This design comes from an exercise in tuning for small area and a short achievable clock period on the open sky130 flow, not from production work. Only simulation tests tie the RTL to the original design; equivalence was not proved. Power and IR drop assume default switching activity.

## flow/design.v (module list and top-level ports; edited modules follow where they fit)
// module cu_top: 70 lines
// module regfile: 38 lines
// module crossbar: 67 lines
// module alu: 334 lines
// module alu_fadd: 37 lines
// module multiplier: 218 lines
// module shifter: 74 lines
module cu_top 	#(parameter RF_DATASIZE=16, ADDRESS_WIDTH=4, SIGNAL_WIDTH=3)
		(
			input wire clk, reset, stall,
			input wire  ps_cu_trunc, ps_cu_float, 
			input wire ps_mul_en,ps_mul_otreg,
			input wire[3:0] ps_mul_dtsts,
			input wire[1:0] ps_mul_cls, ps_mul_sc,
			output wire mul_ps_mv, mul_ps_mn, mul_ps_mu, mul_ps_mi,
			input wire[(SIGNAL_WIDTH-1):0]ps_xb_w_cuEn,
			input wire ps_xb_w_bcEn,
			input wire[(ADDRESS_WIDTH-1):0] ps_xb_raddx, ps_xb_raddy, ps_xb_wadd,
			input wire [RF_DATASIZE-1:0] bc_dt,
			output wire [RF_DATASIZE-1:0] xb_dtx,	
			input wire ps_shf_en,
			input wire [1:0] ps_shf_cls,
			output wire shf_ps_sv, shf_ps_sz,
			input wire ps_alu_en,
			input wire [1:0]ps_alu_hc, ps_alu_sc2,
			input wire [2:0]ps_alu_sc1,
			input wire ps_alu_sat, ps_alu_ci, 
			output wire alu_ps_az, alu_ps_an, alu_ps_ac, alu_ps_av, alu_ps_au, alu_ps_as, alu_ps_ai,
			output wire alu_ps_compd
		);
  // ...
==> flow/run.sh <==
#!/bin/bash
# synth_recipe.tcl (not shown) runs the flow's synth.tcl, then flattens the netlist and writes it again
# the make line also repeats each setting of config.mk as NAME=value (left out here)
make -C /OpenROAD-flow-scripts/flow DESIGN_CONFIG=/design/flow/config.mk WORK_HOME=/design/flow/orfs CLKGATE_MAP_FILE= SYNTH_SCRIPT=/design/flow/synth_recipe.tcl finish
==> flow/config.mk <==
export PLATFORM = sky130hd
export DESIGN_NAME = cu_top
export DESIGN_NICKNAME = cu_top
export VERILOG_FILES = /design/flow/design.v
export SDC_FILE = /design/flow/constraint.sdc
export NUM_CORES = 4
export LEC_CHECK = 0
export CAP_MARGIN = 20
export CORE_MARGIN = 2
export CORE_UTILIZATION = 55
export PLACE_DENSITY = 0.7
export SLEW_MARGIN = 20
==> flow/constraint.sdc <==
create_clock -name core_clock -period 28.0 [get_ports {clk}]
set_input_delay 5.6000 -clock core_clock [delete_from_list [all_inputs] [get_ports {clk}]]
set_output_delay 5.6000 -clock core_clock [all_outputs]
set_load 0.01 [all_outputs]
==> results.sh, run 1 <==
export IMPL_wl_met1_mm=105.0
export IMPL_crit_fanout=43
export IMPL_hold_end="mul_obj.my[10]$_DFFE_PN0N_"
export IMPL_critPathRequiredTime_ns=28.60
export IMPL_top_layer="met5"
export IMPL_rsz0062_at_grt="no"
export IMPL_fin_cells=9330
export IMPL_largest_reg_flops=256
export IMPL_grt_usage_pct=52.20
export IMPL_overflow=0
export IMPL_post_cts_buffers=0
export IMPL_cts_resized=0
export IMPL_setup_viol=0
export IMPL_ys_seq_elements=507
export IMPL_synth_top_area_share_pct=12.16
export IMPL_initial_core_util_pct=55.34
export IMPL_async_flop_share_pct=48.52
export IMPL_drv_slew=0
export IMPL_drive_above_1_share_pct=8.591
export IMPL_powerComb_uw=8430
export IMPL_place_inst=9197
export IMPL_syn_inst=7810
export IMPL_synth_compound_area_share_pct=26.02
export IMPL_synthAdderAreaFrac_pct=15.77
export IMPL_r2r_setup_slack_ns=8.48
export IMPL_area_delta_synth_final_pct=8.151
export IMPL_fp_coreArea_mm2=0.1142
export IMPL_power_density_mw_per_mm2=154.5
export IMPL_outcome="timing/DRC/antenna clean"
export IMPL_drt_pre_antenna_iters=8
export IMPL_setup_ws_ns=8.482
export IMPL_synth_top_family_by_area="compound AO/OA/AOI/OAI gates"
export IMPL_regMostFlops="rf_obj.regfile"
export IMPL_crit_slowest_cell="a21oi_1"
export IMPL_synth_xor_area_share_pct=5.064
export IMPL_period_minus_slack_ns=19.52
export IMPL_r2r_cells=65
export IMPL_grt_pass1_vias=65190
==> module alu_fadd, before the edit <==
module alu_fadd (
    input wire [15:0] x, y,
    input wire [2:0] sc1,
    input wire [1:0] sc2,
    output wire ns,
    output wire [15:0] tn
);
    wire sx = x[15];
    wire sy = y[15];
    wire [4:0] ex = x[14:10];
    wire [4:0] ey = y[14:10];
    wire xz = (ex == 5'd0);
    wire yz = (ey == 5'd0);
    wire [4:0] diff = ex - ey;
    wire [4:0] dyx = ey - ex;
    wire d4 = diff[4];
    wire [10:0] mantx = {1'b1, x[9:0]};
    wire [10:0] manty = {1'b1, y[9:0]};
    wire [10:0] mxs = d4 ? (mantx >> dyx) : mantx;
    wire [10:0] mys = d4 ? manty : (manty >> diff);
    wire [15:0] TXr = xz ? {sx, 15'b0} : ({5'b0, mxs} ^ {16{sx}});
    wire [15:0] TYr = yz ? {sy, 15'b0} : ({5'b0, mys} ^ {16{sy}});
    wire ix = ~xz & sx;
    wire iy = ~yz & sy;
    wire neg_x = sc2[1] & sc1[1];
    wire [15:0] XA = neg_x ? ~TXr : TXr;
    wire cx = neg_x ? ~ix : ix;
    wire [15:0] YB = (sc2 == 2'b01) ? ~TYr : (sc2 == 2'b10) ? 16'h0000 : TYr;
    wire cy = (sc2 == 2'b01) ? ~iy : (sc2 == 2'b10) ? 1'b0 : iy;
    wire ce = sc2[1] & ~neg_x;
    wire [1:0] K = {1'b0, cx} + {1'b0, cy} + {1'b0, ce};
    wire [15:0] K2 = 16'd2 - {14'b0, K};
    wire [15:0] fsum = XA + YB + {14'b0, K};
    wire [15:0] nfsum = ~XA + ~YB + K2;
    assign ns = fsum[15];
    assign tn = fsum[15] ? nfsum : fsum;
endmodule
==> run 2: changes to the inputs <==
--- a/flow/design.v
+++ b/flow/design.v
@@ -238,29 +238,41 @@
         begin
             x <= x_n;
             y <= y_n;
         end
     end
     wire nsf_n;
     wire [15:0] tnf_n;
     alu_fadd fa (.x(x_n), .y(y_n), .sc1(sc1_n), .sc2(sc2_n), .ns(nsf_n), .tn(tnf_n));
+    wire F_n = ps_alu_en ? ps_alu_float : alu_float;
+    wire [15:0] absx_n = (x_n ^ {16{x_n[15]}}) + x_n[15];
+    wire [15:0] cnx_n = F_n ? {1'b0, ((x_n[14:10] == 5'd0) ? 15'b0 : x_n[14:0])} : absx_n;
+    wire [15:0] cny_n = F_n ? {1'b0, ((y_n[14:10] == 5'd0) ? 15'b0 : y_n[14:0])} : ((y_n ^ {16{y_n[15]}}) + y_n[15]);
+    reg temp_max;
+    always@(posedge clk or negedge reset)
+    begin
+        if(~reset)
+            temp_max <= 1'b0;
+        else
+            temp_max <= cny_n > cnx_n;
+    end
     reg nsf;
     reg [15:0] tnf;
     always@(posedge clk or negedge reset)
     begin
         if(~reset)
         begin
             nsf <= 1'b0;
             tnf <= 16'h0000;
         end
         else
         begin
-            nsf <= nsf_n;
-            tnf <= tnf_n;
+            nsf <= sc1_n[0] ? x_n[15] : nsf_n;
+            tnf <= sc1_n[0] ? absx_n : tnf_n;
         end
     end
     wire F = alu_float;
     wire T = alu_trunc;
     wire [1:0] hc = alu_hc;
     wire [1:0] sc2 = alu_sc2;
     wire [2:0] sc1 = alu_sc1;
     wire sx = x[15];
@@ -272,18 +284,18 @@
     wire x_all1 = &ex;
     wire invld_x = x_all1 & (|x[9:0]) & F;
     wire invld_y = (&ey) & (|y[9:0]) & F;
     wire inv = invld_x | invld_y;
     wire infs = x_all1 & ~(|x[9:0]) & (&ey) & ~(|y[9:0]) & F;
     wire [4:0] diff = ex - ey;
     wire d4 = diff[4];
     wire [15:0] absx = (x ^ {16{sx}}) + sx;
-    wire ns = sc1[0] ? sx : nsf;
-    wire [15:0] tn = sc1[0] ? absx : tnf;
+    wire ns = nsf;
+    wire [15:0] tn = tnf;
     reg [4:0] zeroes;
     integer k;
     always @* begin
         zeroes = 5'd16;
         for (k = 0; k < 16; k = k + 1)
             if (tn[k]) zeroes = 5'd15 - k;
     end
     wire [15:0] nout = tn << zeroes;
@@ -317,32 +329,32 @@
     wire sgt29 = $signed(sum_e) > 16'sd29;
     wire [25:0] td2 = slt15 ? 26'd0 : ({15'b0, tv} << sum_e);
     wire [15:0] td1 = td2[25:10];
     wire av_TF = (sgt29 | x_all1) & ~invld_x;
     wire au_TF = (|tv) & slt15 & ~invld_x;
     wire [15:0] td_neg = (td1 ^ {16{sx}}) + sx;
     wire [15:0] temp_dt = au_TF ? ((sc1[2] & sx & T) ? 16'hffff : 16'h0000) : td_neg;
     wire [15:0] a_c = (sc2[1] & sc1[1] & ~sc1[0]) ? ~x : x;
-    wire [15:0] B0 = sc2[1] ? ((^sc1[2:1]) ? 16'hffff : ((y & {16{sc2[0]}}) + {15'b0, ~sc1[0]})) :
-                              (sc2[0] ? (~y + 16'd1 - {15'b0, sc1[0]}) : y);
-    wire [16:0] s0 = {1'b0, a_c} + {1'b0, B0};
-    wire [16:0] s1 = {1'b0, a_c} + {1'b0, B0} + 17'd1;
-    wire b0_all1 = &B0;
-    wire c15_0 = s0[16];
-    wire c14_0 = s0[15] ^ a_c[15] ^ B0[15];
-    wire c15_1 = s1[16] & ~b0_all1;
-    wire c14_1 = s1[15] ^ a_c[15] ^ (B0[15] ^ (&B0[14:0]));
+    wire [15:0] Braw = sc2[1] ? ((^sc1[2:1]) ? 16'hffff : (y & {16{sc2[0]}})) : (sc2[0] ? ~y : y);
+    wire k1 = sc2[1] ? (~(^sc1[2:1]) & ~sc1[0]) : (sc2[0] & ~sc1[0]);
+    wire [16:0] s0, s1;
+    cu_add #(.W(16)) add_s0 (.a(a_c), .b(Braw), .ci(k1), .s(s0[15:0]), .co(s0[16]));
+    cu_add #(.W(16)) add_s1 (.a(a_c), .b(Braw), .ci(1'b1), .s(s1[15:0]), .co(s1[16]));
+    wire braw_all1 = &Braw;
+    wire b0_15 = Braw[15] ^ (k1 & (&Braw[14:0]));
+    wire c15_0 = s0[16] & ~(k1 & braw_all1);
+    wire c14_0 = s0[15] ^ a_c[15] ^ b0_15;
+    wire c15_1 = s1[16] & ~braw_all1;
+    wire c14_1 = s1[15] ^ a_c[15] ^ (Braw[15] ^ (&Braw[14:0]));
     wire shr = ~sc2[1] & sc1[1] & ~sc2[0];
     wire av_off_C = (sc1 == 3'b010);
     wire [15:0] norm_x = (xz & F) ? {sx, 15'b0} : x;
     wire [15:0] norm_y = (yz & F) ? {sy, 15'b0} : y;
-    wire [15:0] num_x = F ? {1'b0, norm_x[14:0]} : absx;
     wire [15:0] num_y = F ? {1'b0, norm_y[14:0]} : ((y ^ {16{sy}}) + sy);
-    wire temp_max = num_y > num_x;
     wire max = (sx ^ sy) ? sx : (temp_max ^ sx);
     reg [15:0] dt_CMP;
     always @* begin
         case (sc1[1:0])
             2'b00: dt_CMP = max ? norm_x : norm_y;
             2'b10: dt_CMP = max ? norm_y : norm_x;
             2'b01: dt_CMP = temp_max ? x : num_y;
             default: dt_CMP = (x == y) ? 16'h0000 : (max ? 16'hffff : 16'h0001);
@@ -534,18 +546,27 @@
     wire neg_x = sc2[1] & sc1[1];
     wire [15:0] XA = neg_x ? ~TXr : TXr;
     wire cx = neg_x ? ~ix : ix;
     wire [15:0] YB = (sc2 == 2'b01) ? ~TYr : (sc2 == 2'b10) ? 16'h0000 : TYr;
     wire cy = (sc2 == 2'b01) ? ~iy : (sc2 == 2'b10) ? 1'b0 : iy;
     wire ce = sc2[1] & ~neg_x;
     wire [1:0] K = {1'b0, cx} + {1'b0, cy} + {1'b0, ce};
     wire [15:0] K2 = 16'd2 - {14'b0, K};
-    wire [15:0] fsum = XA + YB + {14'b0, K};
-    wire [15:0] nfsum = ~XA + ~YB + K2;
+    wire [15:0] Kv = {14'b0, K};
+    wire [15:0] fs_s = XA ^ YB ^ Kv;
+    wire [15:0] fs_c = (XA & YB) | (XA & Kv) | (YB & Kv);
+    wire [15:0] fsum;
+    wire fsum_co;
+    cu_add #(.W(16)) add_f (.a(fs_s), .b({fs_c[14:0], 1'b0}), .ci(1'b0), .s(fsum), .co(fsum_co));
+    wire [15:0] nf_s = ~XA ^ ~YB ^ K2;
+    wire [15:0] nf_c = (~XA & ~YB) | (~XA & K2) | (~YB & K2);
+    wire [15:0] nfsum;
+    wire nfsum_co;
+    cu_add #(.W(16)) add_nf (.a(nf_s), .b({nf_c[14:0], 1'b0}), .ci(1'b0), .s(nfsum), .co(nfsum_co));
     assign ns = fsum[15];
     assign tn = fsum[15] ? nfsum : fsum;
 endmodule
 module multiplier
 			#(parameter RF_DATASIZE=16)
 			(
 				input wire[15:0] xb_dtx, xb_dty,
 				output wire[15:0] mul_xb_dt,
@@ -641,17 +662,18 @@
 				mx <= {1'b1, xb_dtx[9:0]};
 			end
 		end
 		wire float_n = ps_mul_en ? ps_mul_float : mul_float;
 		wire rxS_n = ps_mul_en ? ps_mul_dtsts[2] : mul_rxUbS;
 		wire ryS_n = ps_mul_en ? ps_mul_dtsts[3] : mul_ryUbS;
 		wire signed [16:0] X17_n = float_n ? {6'b0, mx_n} : {rxS_n & Rx_n[15], Rx_n};
 		wire signed [16:0] Y17_n = float_n ? {6'b0, my_n} : {ryS_n & Ry_n[15], Ry_n};
-		wire signed [31:0] P_n = X17_n * Y17_n;
+		wire [31:0] P_n;
+		mul17 mp (.a(X17_n), .b(Y17_n), .p(P_n));
 		reg [31:0] P;
 		always@(posedge clk or negedge reset)
 		begin
 			if(~reset)
 				P <= 32'h0;
 			else
 				P <= P_n;
 		end
@@ -681,17 +703,19 @@
 				2'b00: sat_out = (mr40_data[39:16] == 24'h0) ? mr40_data : 40'h00_0000_FFFF;
 				2'b01: sat_out = (mr40_data[39:32] == 8'h0) ? mr40_data : 40'h00_FFFF_FFFF;
 				2'b10: sat_out = (&mr40_data[39:15] | ~|mr40_data[39:15]) ? mr40_data :
 				                 (mr40_data[39] ? 40'hFF_FFFF_8000 : 40'h00_0000_7FFF);
 				2'b11: sat_out = (&mr40_data[39:31] | ~|mr40_data[39:31]) ? mr40_data :
 				                 (mr40_data[39] ? 40'hFF_8000_0000 : 40'h00_7FFF_FFFF);
 			endcase
 		end
-		wire [39:0] acc = mr40_data + (pext ^ {40{mul_cls[0]}}) + mul_cls[0];
+		wire [39:0] acc;
+		wire acc_co;
+		cu_add #(.W(40)) acc_add (.a(mr40_data), .b(pext ^ {40{mul_cls[0]}}), .ci(mul_cls[0]), .s(acc), .co(acc_co));
 		reg [39:0] mul40_out_data;
 		reg [15:0] mr_slice;
 		always @* begin
 			mr_slice = 16'h0;
 			case (mul_cls)
 				2'b00:
 					case (mul_sc)
 						2'b00: begin
@@ -713,17 +737,20 @@
 					mul40_out_data = mul_float ? {3'b0, prod32, 5'b0} : pext;
 				default:
 					mul40_out_data = acc;
 			endcase
 		end
 		wire rnd = mul_rndPrdt | (~mul_trunc & mul_float);
 		wire inc = mul40_out_data[15] & (mul40_out_data[16] | (|mul40_out_data[14:0]));
 		wire [23:0] hi = mul40_out_data[39:16];
-		wire [39:0] rnd40_out = rnd ? {hi + {23'b0, inc}, 16'b0} : mul_trunc ? {hi, 16'b0} : mul40_out_data;
+		wire [23:0] hi_inc;
+		wire hi_co;
+		cu_add #(.W(24)) rnd_add (.a(hi), .b(24'h0), .ci(inc), .s(hi_inc), .co(hi_co));
+		wire [39:0] rnd40_out = rnd ? {hi_inc, 16'b0} : mul_trunc ? {hi, 16'b0} : mul40_out_data;
 		always@(posedge clk or negedge reset)
 		begin
 			if(~reset)
 				mr40_data<=40'h0;
 			else if (mul_otreg & mul_en)
 				mr40_data<=rnd40_out;
 		end
 		reg mul_mi_l, den_zero_l;
@@ -757,16 +784,936 @@
 		end
 		wire mul_mn = mul_float ? s : (mul_rxUbS|mul_ryUbS) & rnd40_out[39];
 		wire mul_mu = mul_float & ((~|e) | (e[5] & e[4]));
 		assign mul_ps_mv = ~mul_mi & mul_mv & ~mr_xfer;
 		assign mul_ps_mn = ~mul_mi & mul_mn & ~mr_xfer;
 		assign mul_ps_mu = ~mul_mi & mul_mu;
 		assign mul_ps_mi = mul_mi & ps_mul_en;
 endmodule
+module mul17 (input wire [16:0] a, input wire [16:0] b, output wire [31:0] p);
+    wire neg0 = b[1];
+    wire one0 = b[0] ^ 1'b0;
+    wire two0 = (b[1] & ~b[0] & ~1'b0) | (~b[1] & b[0] & 1'b0);
+    wire neg1 = b[3];
+    wire one1 = b[2] ^ b[1];
+    wire two1 = (b[3] & ~b[2] & ~b[1]) | (~b[3] & b[2] & b[1]);
+    wire neg2 = b[5];
+    wire one2 = b[4] ^ b[3];
+    wire two2 = (b[5] & ~b[4] & ~b[3]) | (~b[5] & b[4] & b[3]);
+    wire neg3 = b[7];
+    wire one3 = b[6] ^ b[5];
+    wire two3 = (b[7] & ~b[6] & ~b[5]) | (~b[7] & b[6] & b[5]);
+    wire neg4 = b[9];
+    wire one4 = b[8] ^ b[7];
+    wire two4 = (b[9] & ~b[8] & ~b[7]) | (~b[9] & b[8] & b[7]);
+    wire neg5 = b[11];
+    wire one5 = b[10] ^ b[9];
+    wire two5 = (b[11] & ~b[10] & ~b[9]) | (~b[11] & b[10] & b[9]);
+    wire neg6 = b[13];
+    wire one6 = b[12] ^ b[11];
+    wire two6 = (b[13] & ~b[12] & ~b[11]) | (~b[13] & b[12] & b[11]);
+    wire neg7 = b[15];
+    wire one7 = b[14] ^ b[13];
+    wire two7 = (b[15] & ~b[14] & ~b[13]) | (~b[15] & b[14] & b[13]);
+    wire neg8 = b[16];
+    wire one8 = b[16] ^ b[15];
+    wire two8 = (b[16] & ~b[16] & ~b[15]) | (~b[16] & b[16] & b[15]);
+    wire pp1;
+    assign pp1 = (((one0 & a[0]) | (two0 & 1'b0)) ^ neg0);
+    wire pp2;
+    assign pp2 = neg0;
+    wire pp3;
+    assign pp3 = (((one0 & a[1]) | (two0 & a[0])) ^ neg0);
+    wire pp4;
+    assign pp4 = (((one0 & a[2]) | (two0 & a[1])) ^ neg0);
+    wire pp5;
+    assign pp5 = (((one1 & a[0]) | (two1 & 1'b0)) ^ neg1);
+    wire pp6;
+    assign pp6 = neg1;
+    wire pp7;
+    assign pp7 = (((one0 & a[3]) | (two0 & a[2])) ^ neg0);
+    wire pp8;
+    assign pp8 = (((one1 & a[1]) | (two1 & a[0])) ^ neg1);
+    wire pp9;
+    assign pp9 = (((one0 & a[4]) | (two0 & a[3])) ^ neg0);
+    wire pp10;
+    assign pp10 = (((one1 & a[2]) | (two1 & a[1])) ^ neg1);
+    wire pp11;
+    assign pp11 = (((one2 & a[0]) | (two2 & 1'b0)) ^ neg2);
+    wire pp12;
+    assign pp12 = neg2;
+    wire pp13;
+    assign pp13 = (((one0 & a[5]) | (two0 & a[4])) ^ neg0);
+    wire pp14;
+    assign pp14 = (((one1 & a[3]) | (two1 & a[2])) ^ neg1);
+    wire pp15;
+    assign pp15 = (((one2 & a[1]) | (two2 & a[0])) ^ neg2);
+    wire pp16;
+    assign pp16 = (((one0 & a[6]) | (two0 & a[5])) ^ neg0);
+    wire pp17;
+    assign pp17 = (((one1 & a[4]) | (two1 & a[3])) ^ neg1);
+    wire pp18;
+    assign pp18 = (((one2 & a[2]) | (two2 & a[1])) ^ neg2);
+    wire pp19;
+    assign pp19 = (((one3 & a[0]) | (two3 & 1'b0)) ^ neg3);
+    wire pp20;
+    assign pp20 = neg3;
+    wire pp21;
+    assign pp21 = (((one0 & a[7]) | (two0 & a[6])) ^ neg0);
+    wire pp22;
+    assign pp22 = (((one1 & a[5]) | (two1 & a[4])) ^ neg1);
+    wire pp23;
+    assign pp23 = (((one2 & a[3]) | (two2 & a[2])) ^ neg2);
+    wire pp24;
+    assign pp24 = (((one3 & a[1]) | (two3 & a[0])) ^ neg3);
+    wire pp25;
+    assign pp25 = (((one0 & a[8]) | (two0 & a[7])) ^ neg0);
+    wire pp26;
+    assign pp26 = (((one1 & a[6]) | (two1 & a[5])) ^ neg1);
+    wire pp27;
+    assign pp27 = (((one2 & a[4]) | (two2 & a[3])) ^ neg2);
+    wire pp28;
+    assign pp28 = (((one3 & a[2]) | (two3 & a[1])) ^ neg3);
+    wire pp29;
+    assign pp29 = (((one4 & a[0]) | (two4 & 1'b0)) ^ neg4);
+    wire pp30;
+    assign pp30 = neg4;
+    wire pp31;
+    assign pp31 = (((one0 & a[9]) | (two0 & a[8])) ^ neg0);
+    wire pp32;
+    assign pp32 = (((one1 & a[7]) | (two1 & a[6])) ^ neg1);
+    wire pp33;
+    assign pp33 = (((one2 & a[5]) | (two2 & a[4])) ^ neg2);
+    wire pp34;
+    assign pp34 = (((one3 & a[3]) | (two3 & a[2])) ^ neg3);
+    wire pp35;
+    assign pp35 = (((one4 & a[1]) | (two4 & a[0])) ^ neg4);
+    wire pp36;
+    assign pp36 = (((one0 & a[10]) | (two0 & a[9])) ^ neg0);
+    wire pp37;
+    assign pp37 = (((one1 & a[8]) | (two1 & a[7])) ^ neg1);
+    wire pp38;
+    assign pp38 = (((one2 & a[6]) | (two2 & a[5])) ^ neg2);
+    wire pp39;
+    assign pp39 = (((one3 & a[4]) | (two3 & a[3])) ^ neg3);
+    wire pp40;
+    assign pp40 = (((one4 & a[2]) | (two4 & a[1])) ^ neg4);
+    wire pp41;
+    assign pp41 = (((one5 & a[0]) | (two5 & 1'b0)) ^ neg5);
+    wire pp42;
+    assign pp42 = neg5;
+    wire pp43;
+    assign pp43 = (((one0 & a[11]) | (two0 & a[10])) ^ neg0);
+    wire pp44;
+    assign pp44 = (((one1 & a[9]) | (two1 & a[8])) ^ neg1);
+    wire pp45;
+    assign pp45 = (((one2 & a[7]) | (two2 & a[6])) ^ neg2);
+    wire pp46;
+    assign pp46 = (((one3 & a[5]) | (two3 & a[4])) ^ neg3);
+    wire pp47;
+    assign pp47 = (((one4 & a[3]) | (two4 & a[2])) ^ neg4);
+    wire pp48;
+    assign pp48 = (((one5 & a[1]) | (two5 & a[0])) ^ neg5);
+    wire pp49;
+    assign pp49 = (((one0 & a[12]) | (two0 & a[11])) ^ neg0);
+    wire pp50;
+    assign pp50 = (((one1 & a[10]) | (two1 & a[9])) ^ neg1);
+    wire pp51;
+    assign pp51 = (((one2 & a[8]) | (two2 & a[7])) ^ neg2);
+    wire pp52;
+    assign pp52 = (((one3 & a[6]) | (two3 & a[5])) ^ neg3);
+    wire pp53;
+    assign pp53 = (((one4 & a[4]) | (two4 & a[3])) ^ neg4);
+    wire pp54;
+    assign pp54 = (((one5 & a[2]) | (two5 & a[1])) ^ neg5);
+    wire pp55;
+    assign pp55 = (((one6 & a[0]) | (two6 & 1'b0)) ^ neg6);
+    wire pp56;
+    assign pp56 = neg6;
+    wire pp57;
+    assign pp57 = (((one0 & a[13]) | (two0 & a[12])) ^ neg0);
+    wire pp58;
+    assign pp58 = (((one1 & a[11]) | (two1 & a[10])) ^ neg1);
+    wire pp59;
+    assign pp59 = (((one2 & a[9]) | (two2 & a[8])) ^ neg2);
+    wire pp60;
+    assign pp60 = (((one3 & a[7]) | (two3 & a[6])) ^ neg3);
+    wire pp61;
+    assign pp61 = (((one4 & a[5]) | (two4 & a[4])) ^ neg4);
+    wire pp62;
+    assign pp62 = (((one5 & a[3]) | (two5 & a[2])) ^ neg5);
+    wire pp63;
+    assign pp63 = (((one6 & a[1]) | (two6 & a[0])) ^ neg6);
+    wire pp64;
+    assign pp64 = (((one0 & a[14]) | (two0 & a[13])) ^ neg0);
+    wire pp65;
+    assign pp65 = (((one1 & a[12]) | (two1 & a[11])) ^ neg1);
+    wire pp66;
+    assign pp66 = (((one2 & a[10]) | (two2 & a[9])) ^ neg2);
+    wire pp67;
+    assign pp67 = (((one3 & a[8]) | (two3 & a[7])) ^ neg3);
+    wire pp68;
+    assign pp68 = (((one4 & a[6]) | (two4 & a[5])) ^ neg4);
+    wire pp69;
+    assign pp69 = (((one5 & a[4]) | (two5 & a[3])) ^ neg5);
+    wire pp70;
+    assign pp70 = (((one6 & a[2]) | (two6 & a[1])) ^ neg6);
+    wire pp71;
+    assign pp71 = (((one7 & a[0]) | (two7 & 1'b0)) ^ neg7);
+    wire pp72;
+    assign pp72 = neg7;
+    wire pp73;
+    assign pp73 = (((one0 & a[15]) | (two0 & a[14])) ^ neg0);
+    wire pp74;
+    assign pp74 = (((one1 & a[13]) | (two1 & a[12])) ^ neg1);
+    wire pp75;
+    assign pp75 = (((one2 & a[11]) | (two2 & a[10])) ^ neg2);
+    wire pp76;
+    assign pp76 = (((one3 & a[9]) | (two3 & a[8])) ^ neg3);
+    wire pp77;
+    assign pp77 = (((one4 & a[7]) | (two4 & a[6])) ^ neg4);
+    wire pp78;
+    assign pp78 = (((one5 & a[5]) | (two5 & a[4])) ^ neg5);
+    wire pp79;
+    assign pp79 = (((one6 & a[3]) | (two6 & a[2])) ^ neg6);
+    wire pp80;
+    assign pp80 = (((one7 & a[1]) | (two7 & a[0])) ^ neg7);
+    wire pp81;
+    assign pp81 = (((one0 & a[16]) | (two0 & a[15])) ^ neg0);
+    wire pp82;
+    assign pp82 = (((one1 & a[14]) | (two1 & a[13])) ^ neg1);
+    wire pp83;
+    assign pp83 = (((one2 & a[12]) | (two2 & a[11])) ^ neg2);
+    wire pp84;
+    assign pp84 = (((one3 & a[10]) | (two3 & a[9])) ^ neg3);
+    wire pp85;
+    assign pp85 = (((one4 & a[8]) | (two4 & a[7])) ^ neg4);
+    wire pp86;
+    assign pp86 = (((one5 & a[6]) | (two5 & a[5])) ^ neg5);
+    wire pp87;
+    assign pp87 = (((one6 & a[4]) | (two6 & a[3])) ^ neg6);
+    wire pp88;
+    assign pp88 = (((one7 & a[2]) | (two7 & a[1])) ^ neg7);
+    wire pp89;
+    assign pp89 = (((one8 & a[0]) | (two8 & 1'b0)) ^ neg8);
+    wire pp90;
+    assign pp90 = neg8;
+    wire pp91;
+    assign pp91 = ~(((one0 & a[16]) | (two0 & a[16])) ^ neg0);
+    wire pp92;
+    assign pp92 = (((one1 & a[15]) | (two1 & a[14])) ^ neg1);
+    wire pp93;
+    assign pp93 = (((one2 & a[13]) | (two2 & a[12])) ^ neg2);
+    wire pp94;
+    assign pp94 = (((one3 & a[11]) | (two3 & a[10])) ^ neg3);
+    wire pp95;
+    assign pp95 = (((one4 & a[9]) | (two4 & a[8])) ^ neg4);
+    wire pp96;
+    assign pp96 = (((one5 & a[7]) | (two5 & a[6])) ^ neg5);
+    wire pp97;
+    assign pp97 = (((one6 & a[5]) | (two6 & a[4])) ^ neg6);
+    wire pp98;
+    assign pp98 = (((one7 & a[3]) | (two7 & a[2])) ^ neg7);
+    wire pp99;
+    assign pp99 = (((one8 & a[1]) | (two8 & a[0])) ^ neg8);
+    wire pp100;
+    assign pp100 = (((one1 & a[16]) | (two1 & a[15])) ^ neg1);
+    wire pp101;
+    assign pp101 = (((one2 & a[14]) | (two2 & a[13])) ^ neg2);
+    wire pp102;
+    assign pp102 = (((one3 & a[12]) | (two3 & a[11])) ^ neg3);
+    wire pp103;
+    assign pp103 = (((one4 & a[10]) | (two4 & a[9])) ^ neg4);
+    wire pp104;
+    assign pp104 = (((one5 & a[8]) | (two5 & a[7])) ^ neg5);
+    wire pp105;
+    assign pp105 = (((one6 & a[6]) | (two6 & a[5])) ^ neg6);
+    wire pp106;
+    assign pp106 = (((one7 & a[4]) | (two7 & a[3])) ^ neg7);
+    wire pp107;
+    assign pp107 = (((one8 & a[2]) | (two8 & a[1])) ^ neg8);
+    wire pp108;
+    assign pp108 = ~(((one1 & a[16]) | (two1 & a[16])) ^ neg1);
+    wire pp109;
+    assign pp109 = (((one2 & a[15]) | (two2 & a[14])) ^ neg2);
+    wire pp110;
+    assign pp110 = (((one3 & a[13]) | (two3 & a[12])) ^ neg3);
+    wire pp111;
+    assign pp111 = (((one4 & a[11]) | (two4 & a[10])) ^ neg4);
+    wire pp112;
+    assign pp112 = (((one5 & a[9]) | (two5 & a[8])) ^ neg5);
+    wire pp113;
+    assign pp113 = (((one6 & a[7]) | (two6 & a[6])) ^ neg6);
+    wire pp114;
+    assign pp114 = (((one7 & a[5]) | (two7 & a[4])) ^ neg7);
+    wire pp115;
+    assign pp115 = (((one8 & a[3]) | (two8 & a[2])) ^ neg8);
+    wire pp116;
+    assign pp116 = (((one2 & a[16]) | (two2 & a[15])) ^ neg2);
+    wire pp117;
+    assign pp117 = (((one3 & a[14]) | (two3 & a[13])) ^ neg3);
+    wire pp118;
+    assign pp118 = (((one4 & a[12]) | (two4 & a[11])) ^ neg4);
+    wire pp119;
+    assign pp119 = (((one5 & a[10]) | (two5 & a[9])) ^ neg5);
+    wire pp120;
+    assign pp120 = (((one6 & a[8]) | (two6 & a[7])) ^ neg6);
+    wire pp121;
+    assign pp121 = (((one7 & a[6]) | (two7 & a[5])) ^ neg7);
+    wire pp122;
+    assign pp122 = (((one8 & a[4]) | (two8 & a[3])) ^ neg8);
+    wire pp123;
+    assign pp123 = ~(((one2 & a[16]) | (two2 & a[16])) ^ neg2);
+    wire pp124;
+    assign pp124 = (((one3 & a[15]) | (two3 & a[14])) ^ neg3);
+    wire pp125;
+    assign pp125 = (((one4 & a[13]) | (two4 & a[12])) ^ neg4);
+    wire pp126;
+    assign pp126 = (((one5 & a[11]) | (two5 & a[10])) ^ neg5);
+    wire pp127;
+    assign pp127 = (((one6 & a[9]) | (two6 & a[8])) ^ neg6);
+    wire pp128;
+    assign pp128 = (((one7 & a[7]) | (two7 & a[6])) ^ neg7);
+    wire pp129;
+    assign pp129 = (((one8 & a[5]) | (two8 & a[4])) ^ neg8);
+    wire pp130;
+    assign pp130 = (((one3 & a[16]) | (two3 & a[15])) ^ neg3);
+    wire pp131;
+    assign pp131 = (((one4 & a[14]) | (two4 & a[13])) ^ neg4);
+    wire pp132;
+    assign pp132 = (((one5 & a[12]) | (two5 & a[11])) ^ neg5);
+    wire pp133;
+    assign pp133 = (((one6 & a[10]) | (two6 & a[9])) ^ neg6);
+    wire pp134;
+    assign pp134 = (((one7 & a[8]) | (two7 & a[7])) ^ neg7);
+    wire pp135;
+    assign pp135 = (((one8 & a[6]) | (two8 & a[5])) ^ neg8);
+    wire pp136;
+    assign pp136 = ~(((one3 & a[16]) | (two3 & a[16])) ^ neg3);
+    wire pp137;
+    assign pp137 = (((one4 & a[15]) | (two4 & a[14])) ^ neg4);
+    wire pp138;
+    assign pp138 = (((one5 & a[13]) | (two5 & a[12])) ^ neg5);
+    wire pp139;
+    assign pp139 = (((one6 & a[11]) | (two6 & a[10])) ^ neg6);
+    wire pp140;
+    assign pp140 = (((one7 & a[9]) | (two7 & a[8])) ^ neg7);
+    wire pp141;
+    assign pp141 = (((one8 & a[7]) | (two8 & a[6])) ^ neg8);
+    wire pp142;
+    assign pp142 = (((one4 & a[16]) | (two4 & a[15])) ^ neg4);
+    wire pp143;
+    assign pp143 = (((one5 & a[14]) | (two5 & a[13])) ^ neg5);
+    wire pp144;
+    assign pp144 = (((one6 & a[12]) | (two6 & a[11])) ^ neg6);
+    wire pp145;
+    assign pp145 = (((one7 & a[10]) | (two7 & a[9])) ^ neg7);
+    wire pp146;
+    assign pp146 = (((one8 & a[8]) | (two8 & a[7])) ^ neg8);
+    wire pp147;
+    assign pp147 = ~(((one4 & a[16]) | (two4 & a[16])) ^ neg4);
+    wire pp148;
+    assign pp148 = (((one5 & a[15]) | (two5 & a[14])) ^ neg5);
+    wire pp149;
+    assign pp149 = (((one6 & a[13]) | (two6 & a[12])) ^ neg6);
+    wire pp150;
+    assign pp150 = (((one7 & a[11]) | (two7 & a[10])) ^ neg7);
+    wire pp151;
+    assign pp151 = (((one8 & a[9]) | (two8 & a[8])) ^ neg8);
+    wire pp152;
+    assign pp152 = (((one5 & a[16]) | (two5 & a[15])) ^ neg5);
+    wire pp153;
+    assign pp153 = (((one6 & a[14]) | (two6 & a[13])) ^ neg6);
+    wire pp154;
+    assign pp154 = (((one7 & a[12]) | (two7 & a[11])) ^ neg7);
+    wire pp155;
+    assign pp155 = (((one8 & a[10]) | (two8 & a[9])) ^ neg8);
+    wire pp156;
+    assign pp156 = ~(((one5 & a[16]) | (two5 & a[16])) ^ neg5);
+    wire pp157;
+    assign pp157 = (((one6 & a[15]) | (two6 & a[14])) ^ neg6);
+    wire pp158;
+    assign pp158 = (((one7 & a[13]) | (two7 & a[12])) ^ neg7);
+    wire pp159;
+    assign pp159 = (((one8 & a[11]) | (two8 & a[10])) ^ neg8);
+    wire pp160;
+    assign pp160 = (((one6 & a[16]) | (two6 & a[15])) ^ neg6);
+    wire pp161;
+    assign pp161 = (((one7 & a[14]) | (two7 & a[13])) ^ neg7);
+    wire pp162;
+    assign pp162 = (((one8 & a[12]) | (two8 & a[11])) ^ neg8);
+    wire pp163;
+    assign pp163 = ~(((one6 & a[16]) | (two6 & a[16])) ^ neg6);
+    wire pp164;
+    assign pp164 = (((one7 & a[15]) | (two7 & a[14])) ^ neg7);
+    wire pp165;
+    assign pp165 = (((one8 & a[13]) | (two8 & a[12])) ^ neg8);
+    wire pp166;
+    assign pp166 = (((one7 & a[16]) | (two7 & a[15])) ^ neg7);
+    wire pp167;
+    assign pp167 = (((one8 & a[14]) | (two8 & a[13])) ^ neg8);
+    wire pp168;
+    assign pp168 = ~(((one7 & a[16]) | (two7 & a[16])) ^ neg7);
+    wire pp169;
+    assign pp169 = (((one8 & a[15]) | (two8 & a[14])) ^ neg8);
+    wire s170;
+    wire c171;
+    assign s170 = pp81 ^ pp82;
+    assign c171 = pp81 & pp82;
+    wire s172;
+    wire c173;
+    assign s172 = pp91 ^ pp92 ^ pp93;
+    assign c173 = (pp91 & pp92) | (pp93 & (pp91 ^ pp92));
+    wire s174;
+    wire c175;
+    assign s174 = pp100 ^ pp101;
+    assign c175 = pp100 & pp101;
+    wire s176;
+    wire c177;
+    assign s176 = pp36 ^ pp37;
+    assign c177 = pp36 & pp37;
+    wire s178;
+    wire c179;
+    assign s178 = pp43 ^ pp44;
+    assign c179 = pp43 & pp44;
+    wire s180;
+    wire c181;
+    assign s180 = pp49 ^ pp50 ^ pp51;
+    assign c181 = (pp49 & pp50) | (pp51 & (pp49 ^ pp50));
+    wire s182;
+    wire c183;
+    assign s182 = pp52 ^ pp53;
+    assign c183 = pp52 & pp53;
+    wire s184;
+    wire c185;
+    assign s184 = pp57 ^ pp58 ^ pp59;
+    assign c185 = (pp57 & pp58) | (pp59 & (pp57 ^ pp58));
+    wire s186;
+    wire c187;
+    assign s186 = pp60 ^ pp61;
+    assign c187 = pp60 & pp61;
+    wire s188;
+    wire c189;
+    assign s188 = pp64 ^ pp65 ^ pp66;
+    assign c189 = (pp64 & pp65) | (pp66 & (pp64 ^ pp65));
+    wire s190;
+    wire c191;
+    assign s190 = pp67 ^ pp68 ^ pp69;
+    assign c191 = (pp67 & pp68) | (pp69 & (pp67 ^ pp68));
+    wire s192;
+    wire c193;
+    assign s192 = pp70 ^ pp71;
+    assign c193 = pp70 & pp71;
+    wire s194;
+    wire c195;
+    assign s194 = pp73 ^ pp74 ^ pp75;
+    assign c195 = (pp73 & pp74) | (pp75 & (pp73 ^ pp74));
+    wire s196;
+    wire c197;
+    assign s196 = pp76 ^ pp77 ^ pp78;
+    assign c197 = (pp76 & pp77) | (pp78 & (pp76 ^ pp77));
+    wire s198;
+    wire c199;
+    assign s198 = pp79 ^ pp80;
+    assign c199 = pp79 & pp80;
+    wire s200;
+    wire c201;
+    assign s200 = pp83 ^ pp84 ^ pp85;
+    assign c201 = (pp83 & pp84) | (pp85 & (pp83 ^ pp84));
+    wire s202;
+    wire c203;
+    assign s202 = pp86 ^ pp87 ^ pp88;
+    assign c203 = (pp86 & pp87) | (pp88 & (pp86 ^ pp87));
+    wire s204;
+    wire c205;
+    assign s204 = pp89 ^ pp90 ^ s170;
+    assign c205 = (pp89 & pp90) | (s170 & (pp89 ^ pp90));
+    wire s206;
+    wire c207;
+    assign s206 = pp94 ^ pp95 ^ pp96;
+    assign c207 = (pp94 & pp95) | (pp96 & (pp94 ^ pp95));
+    wire s208;
+    wire c209;
+    assign s208 = pp97 ^ pp98 ^ pp99;
+    assign c209 = (pp97 & pp98) | (pp99 & (pp97 ^ pp98));
+    wire s210;
+    wire c211;
+    assign s210 = 1'b1 ^ s172 ^ c171;
+    assign c211 = (1'b1 & s172) | (c171 & (1'b1 ^ s172));
+    wire s212;
+    wire c213;
+    assign s212 = pp102 ^ pp103 ^ pp104;
+    assign c213 = (pp102 & pp103) | (pp104 & (pp102 ^ pp103));
+    wire s214;
+    wire c215;
+    assign s214 = pp105 ^ pp106 ^ pp107;
+    assign c215 = (pp105 & pp106) | (pp107 & (pp105 ^ pp106));
+    wire s216;
+    wire c217;
+    assign s216 = 1'b1 ^ s174 ^ c173;
+    assign c217 = (1'b1 & s174) | (c173 & (1'b1 ^ s174));
+    wire s218;
+    wire c219;
+    assign s218 = pp108 ^ pp109 ^ pp110;
+    assign c219 = (pp108 & pp109) | (pp110 & (pp108 ^ pp109));
+    wire s220;
+    wire c221;
+    assign s220 = pp111 ^ pp112 ^ pp113;
+    assign c221 = (pp111 & pp112) | (pp113 & (pp111 ^ pp112));
+    wire s222;
+    wire c223;
+    assign s222 = pp114 ^ pp115 ^ c175;
+    assign c223 = (pp114 & pp115) | (c175 & (pp114 ^ pp115));
+    wire s224;
+    wire c225;
+    assign s224 = pp116 ^ pp117 ^ pp118;
+    assign c225 = (pp116 & pp117) | (pp118 & (pp116 ^ pp117));
+    wire s226;
+    wire c227;
+    assign s226 = pp119 ^ pp120 ^ pp121;
+    assign c227 = (pp119 & pp120) | (pp121 & (pp119 ^ pp120));
+    wire s228;
+    wire c229;
+    assign s228 = pp122 ^ 1'b1;
+    assign c229 = pp122 & 1'b1;
+    wire s230;
+    wire c231;
+    assign s230 = pp123 ^ pp124 ^ pp125;
+    assign c231 = (pp123 & pp124) | (pp125 & (pp123 ^ pp124));
+    wire s232;
+    wire c233;
+    assign s232 = pp126 ^ pp127 ^ pp128;
+    assign c233 = (pp126 & pp127) | (pp128 & (pp126 ^ pp127));
+    wire s234;
+    wire c235;
+    assign s234 = pp130 ^ pp131 ^ pp132;
+    assign c235 = (pp130 & pp131) | (pp132 & (pp130 ^ pp131));
+    wire s236;
+    wire c237;
+    assign s236 = pp133 ^ pp134;
+    assign c237 = pp133 & pp134;
+    wire s238;
+    wire c239;
+    assign s238 = pp136 ^ pp137 ^ pp138;
+    assign c239 = (pp136 & pp137) | (pp138 & (pp136 ^ pp137));
+    wire s240;
+    wire c241;
+    assign s240 = pp142 ^ pp143;
+    assign c241 = pp142 & pp143;
+    wire s242;
+    wire c243;
+    assign s242 = pp16 ^ pp17;
+    assign c243 = pp16 & pp17;
+    wire s244;
+    wire c245;
+    assign s244 = pp21 ^ pp22;
+    assign c245 = pp21 & pp22;
+    wire s246;
+    wire c247;
+    assign s246 = pp25 ^ pp26 ^ pp27;
+    assign c247 = (pp25 & pp26) | (pp27 & (pp25 ^ pp26));
+    wire s248;
+    wire c249;
+    assign s248 = pp28 ^ pp29;
+    assign c249 = pp28 & pp29;
+    wire s250;
+    wire c251;
+    assign s250 = pp31 ^ pp32 ^ pp33;
+    assign c251 = (pp31 & pp32) | (pp33 & (pp31 ^ pp32));
+    wire s252;
+    wire c253;
+    assign s252 = pp34 ^ pp35;
+    assign c253 = pp34 & pp35;
+    wire s254;
+    wire c255;
+    assign s254 = pp38 ^ pp39 ^ pp40;
+    assign c255 = (pp38 & pp39) | (pp40 & (pp38 ^ pp39));
+    wire s256;
+    wire c257;
+    assign s256 = pp41 ^ pp42 ^ s176;
+    assign c257 = (pp41 & pp42) | (s176 & (pp41 ^ pp42));
+    wire s258;
+    wire c259;
+    assign s258 = pp45 ^ pp46 ^ pp47;
+    assign c259 = (pp45 & pp46) | (pp47 & (pp45 ^ pp46));
+    wire s260;
+    wire c261;
+    assign s260 = pp48 ^ s178 ^ c177;
+    assign c261 = (pp48 & s178) | (c177 & (pp48 ^ s178));
+    wire s262;
+    wire c263;
+    assign s262 = pp54 ^ pp55 ^ pp56;
+    assign c263 = (pp54 & pp55) | (pp56 & (pp54 ^ pp55));
+    wire s264;
+    wire c265;
+    assign s264 = s180 ^ s182 ^ c179;
+    assign c265 = (s180 & s182) | (c179 & (s180 ^ s182));
+    wire s266;
+    wire c267;
+    assign s266 = pp62 ^ pp63 ^ s184;
+    assign c267 = (pp62 & pp63) | (s184 & (pp62 ^ pp63));
+    wire s268;
+    wire c269;
+    assign s268 = s186 ^ c181 ^ c183;
+    assign c269 = (s186 & c181) | (c183 & (s186 ^ c181));
+    wire s270;
+    wire c271;
+    assign s270 = pp72 ^ s188 ^ s190;
+    assign c271 = (pp72 & s188) | (s190 & (pp72 ^ s188));
+    wire s272;
+    wire c273;
+    assign s272 = s192 ^ c185 ^ c187;
+    assign c273 = (s192 & c185) | (c187 & (s192 ^ c185));
+    wire s274;
+    wire c275;
+    assign s274 = s194 ^ s196 ^ s198;
+    assign c275 = (s194 & s196) | (s198 & (s194 ^ s196));
+    wire s276;
+    wire c277;
+    assign s276 = c189 ^ c191 ^ c193;
+    assign c277 = (c189 & c191) | (c193 & (c189 ^ c191));
+    wire s278;
+    wire c279;
+    assign s278 = s200 ^ s202 ^ s204;
+    assign c279 = (s200 & s202) | (s204 & (s200 ^ s202));
+    wire s280;
+    wire c281;
+    assign s280 = c195 ^ c197 ^ c199;
+    assign c281 = (c195 & c197) | (c199 & (c195 ^ c197));
+    wire s282;
+    wire c283;
+    assign s282 = s206 ^ s208 ^ s210;
+    assign c283 = (s206 & s208) | (s210 & (s206 ^ s208));
+    wire s284;
+    wire c285;
+    assign s284 = c201 ^ c203 ^ c205;
+    assign c285 = (c201 & c203) | (c205 & (c201 ^ c203));
+    wire s286;
+    wire c287;
+    assign s286 = s212 ^ s214 ^ s216;
+    assign c287 = (s212 & s214) | (s216 & (s212 ^ s214));
+    wire s288;
+    wire c289;
+    assign s288 = c207 ^ c209 ^ c211;
+    assign c289 = (c207 & c209) | (c211 & (c207 ^ c209));
+    wire s290;
+    wire c291;
+    assign s290 = s218 ^ s220 ^ s222;
+    assign c291 = (s218 & s220) | (s222 & (s218 ^ s220));
+    wire s292;
+    wire c293;
+    assign s292 = c213 ^ c215 ^ c217;
+    assign c293 = (c213 & c215) | (c217 & (c213 ^ c215));
+    wire s294;
+    wire c295;
+    assign s294 = s224 ^ s226 ^ s228;
+    assign c295 = (s224 & s226) | (s228 & (s224 ^ s226));
+    wire s296;
+    wire c297;
+    assign s296 = c219 ^ c221 ^ c223;
+    assign c297 = (c219 & c221) | (c223 & (c219 ^ c221));
+    wire s298;
+    wire c299;
+    assign s298 = pp129 ^ s230 ^ s232;
+    assign c299 = (pp129 & s230) | (s232 & (pp129 ^ s230));
+    wire s300;
+    wire c301;
+    assign s300 = c225 ^ c227 ^ c229;
+    assign c301 = (c225 & c227) | (c229 & (c225 ^ c227));
+    wire s302;
+    wire c303;
+    assign s302 = pp135 ^ 1'b1 ^ s234;
+    assign c303 = (pp135 & 1'b1) | (s234 & (pp135 ^ 1'b1));
+    wire s304;
+    wire c305;
+    assign s304 = s236 ^ c231 ^ c233;
+    assign c305 = (s236 & c231) | (c233 & (s236 ^ c231));
+    wire s306;
+    wire c307;
+    assign s306 = pp139 ^ pp140 ^ pp141;
+    assign c307 = (pp139 & pp140) | (pp141 & (pp139 ^ pp140));
+    wire s308;
+    wire c309;
+    assign s308 = s238 ^ c235 ^ c237;
+    assign c309 = (s238 & c235) | (c237 & (s238 ^ c235));
+    wire s310;
+    wire c311;
+    assign s310 = pp144 ^ pp145 ^ pp146;
+    assign c311 = (pp144 & pp145) | (pp146 & (pp144 ^ pp145));
+    wire s312;
+    wire c313;
+    assign s312 = 1'b1 ^ s240 ^ c239;
+    assign c313 = (1'b1 & s240) | (c239 & (1'b1 ^ s240));
+    wire s314;
+    wire c315;
+    assign s314 = pp147 ^ pp148 ^ pp149;
+    assign c315 = (pp147 & pp148) | (pp149 & (pp147 ^ pp148));
+    wire s316;
+    wire c317;
+    assign s316 = pp150 ^ pp151 ^ c241;
+    assign c317 = (pp150 & pp151) | (c241 & (pp150 ^ pp151));
+    wire s318;
+    wire c319;
+    assign s318 = pp152 ^ pp153 ^ pp154;
+    assign c319 = (pp152 & pp153) | (pp154 & (pp152 ^ pp153));
+    wire s320;
+    wire c321;
+    assign s320 = pp155 ^ 1'b1;
+    assign c321 = pp155 & 1'b1;
+    wire s322;
+    wire c323;
+    assign s322 = pp156 ^ pp157 ^ pp158;
+    assign c323 = (pp156 & pp157) | (pp158 & (pp156 ^ pp157));
+    wire s324;
+    wire c325;
+    assign s324 = pp160 ^ pp161;
+    assign c325 = pp160 & pp161;
+    wire s326;
+    wire c327;
+    assign s326 = pp9 ^ pp10;
+    assign c327 = pp9 & pp10;
+    wire s328;
+    wire c329;
+    assign s328 = pp13 ^ pp14;
+    assign c329 = pp13 & pp14;
+    wire s330;
+    wire c331;
+    assign s330 = pp18 ^ pp19 ^ pp20;
+    assign c331 = (pp18 & pp19) | (pp20 & (pp18 ^ pp19));
+    wire s332;
+    wire c333;
+    assign s332 = pp23 ^ pp24 ^ s244;
+    assign c333 = (pp23 & pp24) | (s244 & (pp23 ^ pp24));
+    wire s334;
+    wire c335;
+    assign s334 = pp30 ^ s246 ^ s248;
+    assign c335 = (pp30 & s246) | (s248 & (pp30 ^ s246));
+    wire s336;
+    wire c337;
+    assign s336 = s250 ^ s252 ^ c247;
+    assign c337 = (s250 & s252) | (c247 & (s250 ^ s252));
+    wire s338;
+    wire c339;
+    assign s338 = s254 ^ s256 ^ c251;
+    assign c339 = (s254 & s256) | (c251 & (s254 ^ s256));
+    wire s340;
+    wire c341;
+    assign s340 = s258 ^ s260 ^ c255;
+    assign c341 = (s258 & s260) | (c255 & (s258 ^ s260));
+    wire s342;
+    wire c343;
+    assign s342 = s262 ^ s264 ^ c259;
+    assign c343 = (s262 & s264) | (c259 & (s262 ^ s264));
+    wire s344;
+    wire c345;
+    assign s344 = s266 ^ s268 ^ c263;
+    assign c345 = (s266 & s268) | (c263 & (s266 ^ s268));
+    wire s346;
+    wire c347;
+    assign s346 = s270 ^ s272 ^ c267;
+    assign c347 = (s270 & s272) | (c267 & (s270 ^ s272));
+    wire s348;
+    wire c349;
+    assign s348 = s274 ^ s276 ^ c271;
+    assign c349 = (s274 & s276) | (c271 & (s274 ^ s276));
+    wire s350;
+    wire c351;
+    assign s350 = s278 ^ s280 ^ c275;
+    assign c351 = (s278 & s280) | (c275 & (s278 ^ s280));
+    wire s352;
+    wire c353;
+    assign s352 = s282 ^ s284 ^ c279;
+    assign c353 = (s282 & s284) | (c279 & (s282 ^ s284));
+    wire s354;
+    wire c355;
+    assign s354 = s286 ^ s288 ^ c283;
+    assign c355 = (s286 & s288) | (c283 & (s286 ^ s288));
+    wire s356;
+    wire c357;
+    assign s356 = s290 ^ s292 ^ c287;
+    assign c357 = (s290 & s292) | (c287 & (s290 ^ s292));
+    wire s358;
+    wire c359;
+    assign s358 = s294 ^ s296 ^ c291;
+    assign c359 = (s294 & s296) | (c291 & (s294 ^ s296));
+    wire s360;
+    wire c361;
+    assign s360 = s298 ^ s300 ^ c295;
+    assign c361 = (s298 & s300) | (c295 & (s298 ^ s300));
+    wire s362;
+    wire c363;
+    assign s362 = s302 ^ s304 ^ c299;
+    assign c363 = (s302 & s304) | (c299 & (s302 ^ s304));
+    wire s364;
+    wire c365;
+    assign s364 = s306 ^ s308 ^ c303;
+    assign c365 = (s306 & s308) | (c303 & (s306 ^ s308));
+    wire s366;
+    wire c367;
+    assign s366 = s310 ^ s312 ^ c307;
+    assign c367 = (s310 & s312) | (c307 & (s310 ^ s312));
+    wire s368;
+    wire c369;
+    assign s368 = s314 ^ s316 ^ c311;
+    assign c369 = (s314 & s316) | (c311 & (s314 ^ s316));
+    wire s370;
+    wire c371;
+    assign s370 = s318 ^ s320 ^ c315;
+    assign c371 = (s318 & s320) | (c315 & (s318 ^ s320));
+    wire s372;
+    wire c373;
+    assign s372 = pp159 ^ s322 ^ c319;
+    assign c373 = (pp159 & s322) | (c319 & (pp159 ^ s322));
+    wire s374;
+    wire c375;
+    assign s374 = pp162 ^ 1'b1 ^ s324;
+    assign c375 = (pp162 & 1'b1) | (s324 & (pp162 ^ 1'b1));
+    wire s376;
+    wire c377;
+    assign s376 = pp163 ^ pp164 ^ pp165;
+    assign c377 = (pp163 & pp164) | (pp165 & (pp163 ^ pp164));
+    wire s378;
+    wire c379;
+    assign s378 = pp166 ^ pp167;
+    assign c379 = pp166 & pp167;
+    wire s380;
+    wire c381;
+    assign s380 = pp4 ^ pp5;
+    assign c381 = pp4 & pp5;
+    wire s382;
+    wire c383;
+    assign s382 = pp7 ^ pp8;
+    assign c383 = pp7 & pp8;
+    wire s384;
+    wire c385;
+    assign s384 = pp11 ^ pp12 ^ s326;
+    assign c385 = (pp11 & pp12) | (s326 & (pp11 ^ pp12));
+    wire s386;
+    wire c387;
+    assign s386 = pp15 ^ s328 ^ c327;
+    assign c387 = (pp15 & s328) | (c327 & (pp15 ^ s328));
+    wire s388;
+    wire c389;
+    assign s388 = s242 ^ s330 ^ c329;
+    assign c389 = (s242 & s330) | (c329 & (s242 ^ s330));
+    wire s390;
+    wire c391;
+    assign s390 = c243 ^ s332 ^ c331;
+    assign c391 = (c243 & s332) | (c331 & (c243 ^ s332));
+    wire s392;
+    wire c393;
+    assign s392 = c245 ^ s334 ^ c333;
+    assign c393 = (c245 & s334) | (c333 & (c245 ^ s334));
+    wire s394;
+    wire c395;
+    assign s394 = c249 ^ s336 ^ c335;
+    assign c395 = (c249 & s336) | (c335 & (c249 ^ s336));
+    wire s396;
+    wire c397;
+    assign s396 = c253 ^ s338 ^ c337;
+    assign c397 = (c253 & s338) | (c337 & (c253 ^ s338));
+    wire s398;
+    wire c399;
+    assign s398 = c257 ^ s340 ^ c339;
+    assign c399 = (c257 & s340) | (c339 & (c257 ^ s340));
+    wire s400;
+    wire c401;
+    assign s400 = c261 ^ s342 ^ c341;
+    assign c401 = (c261 & s342) | (c341 & (c261 ^ s342));
+    wire s402;
+    wire c403;
+    assign s402 = c265 ^ s344 ^ c343;
+    assign c403 = (c265 & s344) | (c343 & (c265 ^ s344));
+    wire s404;
+    wire c405;
+    assign s404 = c269 ^ s346 ^ c345;
+    assign c405 = (c269 & s346) | (c345 & (c269 ^ s346));
+    wire s406;
+    wire c407;
+    assign s406 = c273 ^ s348 ^ c347;
+    assign c407 = (c273 & s348) | (c347 & (c273 ^ s348));
+    wire s408;
+    wire c409;
+    assign s408 = c277 ^ s350 ^ c349;
+    assign c409 = (c277 & s350) | (c349 & (c277 ^ s350));
+    wire s410;
+    wire c411;
+    assign s410 = c281 ^ s352 ^ c351;
+    assign c411 = (c281 & s352) | (c351 & (c281 ^ s352));
+    wire s412;
+    wire c413;
+    assign s412 = c285 ^ s354 ^ c353;
+    assign c413 = (c285 & s354) | (c353 & (c285 ^ s354));
+    wire s414;
+    wire c415;
+    assign s414 = c289 ^ s356 ^ c355;
+    assign c415 = (c289 & s356) | (c355 & (c289 ^ s356));
+    wire s416;
+    wire c417;
+    assign s416 = c293 ^ s358 ^ c357;
+    assign c417 = (c293 & s358) | (c357 & (c293 ^ s358));
+    wire s418;
+    wire c419;
+    assign s418 = c297 ^ s360 ^ c359;
+    assign c419 = (c297 & s360) | (c359 & (c297 ^ s360));
+    wire s420;
+    wire c421;
+    assign s420 = c301 ^ s362 ^ c361;
+    assign c421 = (c301 & s362) | (c361 & (c301 ^ s362));
+    wire s422;
+    wire c423;
+    assign s422 = c305 ^ s364 ^ c363;
+    assign c423 = (c305 & s364) | (c363 & (c305 ^ s364));
+    wire s424;
+    wire c425;
+    assign s424 = c309 ^ s366 ^ c365;
+    assign c425 = (c309 & s366) | (c365 & (c309 ^ s366));
+    wire s426;
+    wire c427;
+    assign s426 = c313 ^ s368 ^ c367;
+    assign c427 = (c313 & s368) | (c367 & (c313 ^ s368));
+    wire s428;
+    wire c429;
+    assign s428 = c317 ^ s370 ^ c369;
+    assign c429 = (c317 & s370) | (c369 & (c317 ^ s370));
+    wire s430;
+    wire c431;
+    assign s430 = c321 ^ s372 ^ c371;
+    assign c431 = (c321 & s372) | (c371 & (c321 ^ s372));
+    wire s432;
+    wire c433;
+    assign s432 = c323 ^ s374 ^ c373;
+    assign c433 = (c323 & s374) | (c373 & (c323 ^ s374));
+    wire s434;
+    wire c435;
+    assign s434 = c325 ^ s376 ^ c375;
+    assign c435 = (c325 & s376) | (c375 & (c325 ^ s376));
+    wire s436;
+    wire c437;
+    assign s436 = 1'b1 ^ s378 ^ c377;
+    assign c437 = (1'b1 & s378) | (c377 & (1'b1 ^ s378));
+    wire s438;
+    wire c439;
+    assign s438 = pp168 ^ pp169 ^ c379;
+    assign c439 = (pp168 & pp169) | (c379 & (pp168 ^ pp169));
+    wire [31:0] ra = {s438, s436, s434, s432, s430, s428, s426, s424, s422, s420, s418, s416, s414, s412, s410, s408, s406, s404, s402, s400, s398, s396, s394, s392, s390, s388, s386, s384, s382, pp6, pp3, pp1};
+    wire [31:0] rb = {c437, c435, c433, c431, c429, c427, c425, c423, c421, c419, c417, c415, c413, c411, c409, c407, c405, c403, c401, c399, c397, c395, c393, c391, c389, c387, c385, c383, c381, s380, 1'b0, pp2};
+    wire pco;
+    cu_add #(.W(32)) fin (.a(ra), .b(rb), .ci(1'b0), .s(p), .co(pco));
+endmodule
+module cu_add #(parameter W = 16)
+		(
+			input wire [W-1:0] a, b,
+			input wire ci,
+			output wire [W-1:0] s,
+			output wire co
+		);
+	assign {co, s} = a + b + {{W{1'b0}}, ci};
+endmodule
 module shifter #(parameter DATASIZE = 16)(clk_exe, reset, ps_shf_en, ps_shf_cls, xb_dtx, xb_dty, shf_xb_dt, shf_ps_sv, shf_ps_sz);
 input wire reset, clk_exe;
 input wire ps_shf_en;
 input wire [1:0]ps_shf_cls;
 input wire [15:0]xb_dtx;
 input wire [15:0]xb_dty;
 output reg [15:0]shf_xb_dt;
 output reg shf_ps_sv, shf_ps_sz;
==> flow/config.mk (replaced) <==
export PLATFORM = sky130hd
export DESIGN_NAME = cu_top
export DESIGN_NICKNAME = cu_top
export VERILOG_FILES = /design/flow/design.v
export SDC_FILE = /design/flow/constraint.sdc
export NUM_CORES = 4
export LEC_CHECK = 0
export CAP_MARGIN = 20
export CORE_MARGIN = 2
export CORE_UTILIZATION = 35
export PLACE_DENSITY = 0.55
export SLEW_MARGIN = 20
==> results.sh, run 2 <==
export IMPL_area_delta_synth_final_pct=9.973
export IMPL_die_h_um=419.7
export IMPL_period_minus_slack_ns=17.46
export IMPL_synth_top_area_share_pct=12.71
export IMPL_overflow=0
export IMPL_final_cell_mix="723 x nand2_1, 714 x nor2_1, 680 x a21oi_1, 644 x o21ai_0, 397 x inv_1"
export IMPL_die_x_um=419.7
export IMPL_outcome="timing/DRC/antenna clean"
export IMPL_hold_viol=0
export IMPL_insertion_delay_ns=0.73
export IMPL_drv_cap=0
export IMPL_clockBufferDepth=3
export IMPL_ys_flop_type="edfxtp_1"
export IMPL_hp_class="reg2reg"
export IMPL_grt_pass1_vias=60630
export IMPL_skew_ns=0.07437
export IMPL_post_cts_buffers=0
export IMPL_critPathRequiredTime_ns=28.54
export IMPL_cts_clk_slew_worst_paths_ns=0.06
export IMPL_slew_headroom_pct=20.66
export IMPL_fin_cells=10090
export IMPL_dp_final_hpwl_mm=227.3
export IMPL_power_density_mw_per_mm2=162.6
export IMPL_setup_viol=0
export IMPL_drive_above_1_share_pct=8.645
export IMPL_grt_pass1_wl_mm=437.2
export IMPL_worst_hold_startpoint="mul_obj.my[10]$_DFFE_PN0N_"
export IMPL_worstSetupPathType="reg2reg"
export IMPL_crit_fanout=67
export IMPL_worstSetupStartpoint="mul_obj.mul_rxUbS$_DFF_PN0_"
export IMPL_finalCritPeriodShare_pct=62.34
export IMPL_slowest_delay_ns=0.94
export IMPL_ys_seq_area_share_pct=23.10
export IMPL_vias=66290
export IMPL_totalWireLength_mm=305.1
export IMPL_grt_usage_pct=33.36
export IMPL_path_common_cell="a21oi_1"
export IMPL_yosysUniqueCellTypes=114
export IMPL_synth_area_top_cells="edfxtp_1 13%, dfrtp_1 10%, ha_1 5.8%"
export IMPL_ir_drop_mv=0.4450
export IMPL_fmax_ghz=0.05729
export IMPL_cts_resized=0
export IMPL_rsz0062_at_grt="no"
export IMPL_synth_top_area_cell="edfxtp_1"
export IMPL_p_leak_uw=0.02534
export IMPL_tritoncts="done"
export IMPL_grt_max_degree=69
export IMPL_largest_reg_flops=256
export IMPL_final_net_count=8189
export IMPL_place_inst=9970
export IMPL_synth_edf_count=256
export IMPL_cts_htree_levels=2
export IMPL_worst_pin_slew_ns=1.185
export IMPL_syn_cell_area_mm2=0.06049
export IMPL_io_pins=90
export IMPL_async_flop_share_pct=48.62
export IMPL_cts_buffers=60
export IMPL_cts_sinks=508
export IMPL_drv_slew=0
export IMPL_hold_buffers=0
export IMPL_numPortBuffers=89
export IMPL_avgSynthCellArea_um2=7.693
export IMPL_route_detailed_drc=0
export IMPL_top_regs="rf_obj.regfile x256, mul_obj.mr40_data x40, mul_obj.P x32"
export IMPL_clock_root_buffer="clkbuf_16"
export IMPL_cp_arrival_ns=18.00
export IMPL_post_synth_top_count_cell="nor2_1"
export IMPL_drtAntennaViolNets=0
export IMPL_fp_coreArea_mm2=0.1717
export IMPL_ys_seq_elements=508
export IMPL_crit_slowest_cell="a211oi_1"
export IMPL_rows=152
export IMPL_setup_tns_ns=0
export IMPL_antenna_found_initial=17
export IMPL_start_kind="register"
export IMPL_timing_rr_start="mul_obj.mul_rxUbS$_DFF_PN0_"
export IMPL_crit_path_end_kind="register"
export IMPL_gp_congestion=1.046
export IMPL_syn_inst=7862
export IMPL_initial_core_util_pct=35.22
export IMPL_yosys_warnings=6
export IMPL_via_per_inst=6.571
export IMPL_dieArea_mm2=0.1762
export IMPL_yosys_top_cells_count="728 x nor2_1, 724 x nand2_1, 683 x a21oi_1, 647 x o21ai_0, 472 x clkbuf_1"
export IMPL_drt_iter0_drc=9835
export IMPL_drt_pre_antenna_iters=7
export IMPL_wl_per_cell_um=30.24
export IMPL_layout_commonest_cell="nand2_1"
export IMPL_regMostFlops="rf_obj.regfile"
run 2: routing by layer:
layer  vias to the layer above  GRT usage [%]  routed length (um)
met5                         -              0                  98
met4                        16          14.15               15810
met3                       734          6.479               32600
met2                      4316          49.89              128800
met1                     32190          46.58              127700
li1                      29030              -                   -
run 2: per-stage QoR:
| step | instance area (um^2) | hold WS (ns) | power, uW | utilization, % | setup WS, ns |
|---|---|---|---|---|---|
| 2_1_floorplan | 60500 | 0.4356 | 7469 | - | 13.12 |
| 3_3_place_gp | 64480 | 0.4528 | 9779 | 37.55 | 10.61 |
| 3_5_place_dp | 64490 | 0.4534 | 9849 | 37.55 | 10.46 |
| 4_1_cts | 66490 | 0.4672 | 10690 | 38.72 | 10.92 |
| 5_1_grt | 66510 | 0.4785 | 11800 | 38.73 | 9.613 |
| 6_report | 66520 | 0.4698 | 10820 | 38.73 | 10.54 |
run 2: where the power goes:
group / total, uW / leakage, uW / internal, uW / switching [uW]
registers: 1270 / 0.00534 / 1060 / 215
logic: 8740 / 0.0190 / 3360 / 5380
clock network: 806 / 0.000976 / 447 / 359
total: 10800 / 0.0253 / 4860 / 5960
run 2: cell type report:
cell class	count	area, um^2
Antenna cell	5	12.51
Clock buffer	74	1594
Clock inverter	38	410.4
Fill cell	17720	105200
Inverter	415	1558
Multi-Input combinational cell	6367	43060
Sequential cell	508	13980
Tap cell	2310	2890
Timing Repair Buffer	371	3005
run 2: logic make-up after synthesis:
kind of cell             Yosys count  synth area share [%]
XOR/XNOR                         419                 6.090
AND/OR/NAND/NOR                 2433                 18.90
adder cells (fa/ha/maj)          407                 9.979
flip-flops                       508                 23.10
multiplexers                     247                 4.747
other                              2               0.01242
buffers and inverters            992                 6.245
AO/OA/AOI/OAI                   2854                 30.92
run 2: path summary, 6_finish.rpt:
| kind | end | cells past startpoint | slack [ns] |
|---|---|---|---|
| max | mul_obj.P[30]$_DFF_PN0_ | 53 | 10.54 |
| min | mul_obj.my[10]$_DFFE_PN0N_ | 1 | 0.47 |
| max reg2reg | mul_obj.P[30]$_DFF_PN0_ | 53 | 10.54 |
| min reg2reg | mul_obj.my[10]$_DFFE_PN0N_ | 1 | 0.47 |
| max in group asynchronous | alu_obj.alu_sc2[1]$_DFF_PN0_ | 4 | 20.53 |
| min in group asynchronous | mul_obj.mr40_data[33]$_DFFE_PN0P_ | 1 | 4.83 |
run 2: worst max-delay path: cells and delay by family, from the launching register on:
family,cells,cell delay [ns]
compound gates,24,6.30
simple gates,16,6.03
fa+ha+maj,6,2.56
buf+inv,6,1.75
flops,1,0.39
xor+xnor,1,0.20

==> afterwards: timing with drivers on the ports <==
In the flow no input, the clock included, has a driving cell. The finished layouts below were timed again as built, in two steps.
Step 1 assumes that a clkbuf_16 drives the clock port and a buf_2 every other input.
Step 2, shift: input delay + t, output delay - t, t = (earliest + latest rising clock arrival at the registers) / 2. This alone moves slack from input paths to output paths.
Three values: ideal, step 1, step 2; two values: the first two.
| run | t (ns) | slack for setup (ns) | hold WS [ns] | worst register clock-pin slew, ns |
|---|---|---|---|---|
| run 1 | 0.800 | 8.482 / 8.482 / 8.482 | 0.476 / 0.476 / 0.476 | 0.07 / 0.07 |
| run 2 | 0.781 | 10.545 / 10.545 / 10.178 | 0.470 / 0.470 / 0.470 | 0.07 / 0.07 |
After both steps setup and hold are still met in every run listed. For run 2, which loses most, drivers alone change the setup slack by 0.000 ns; drivers and shift together by -0.367 ns.
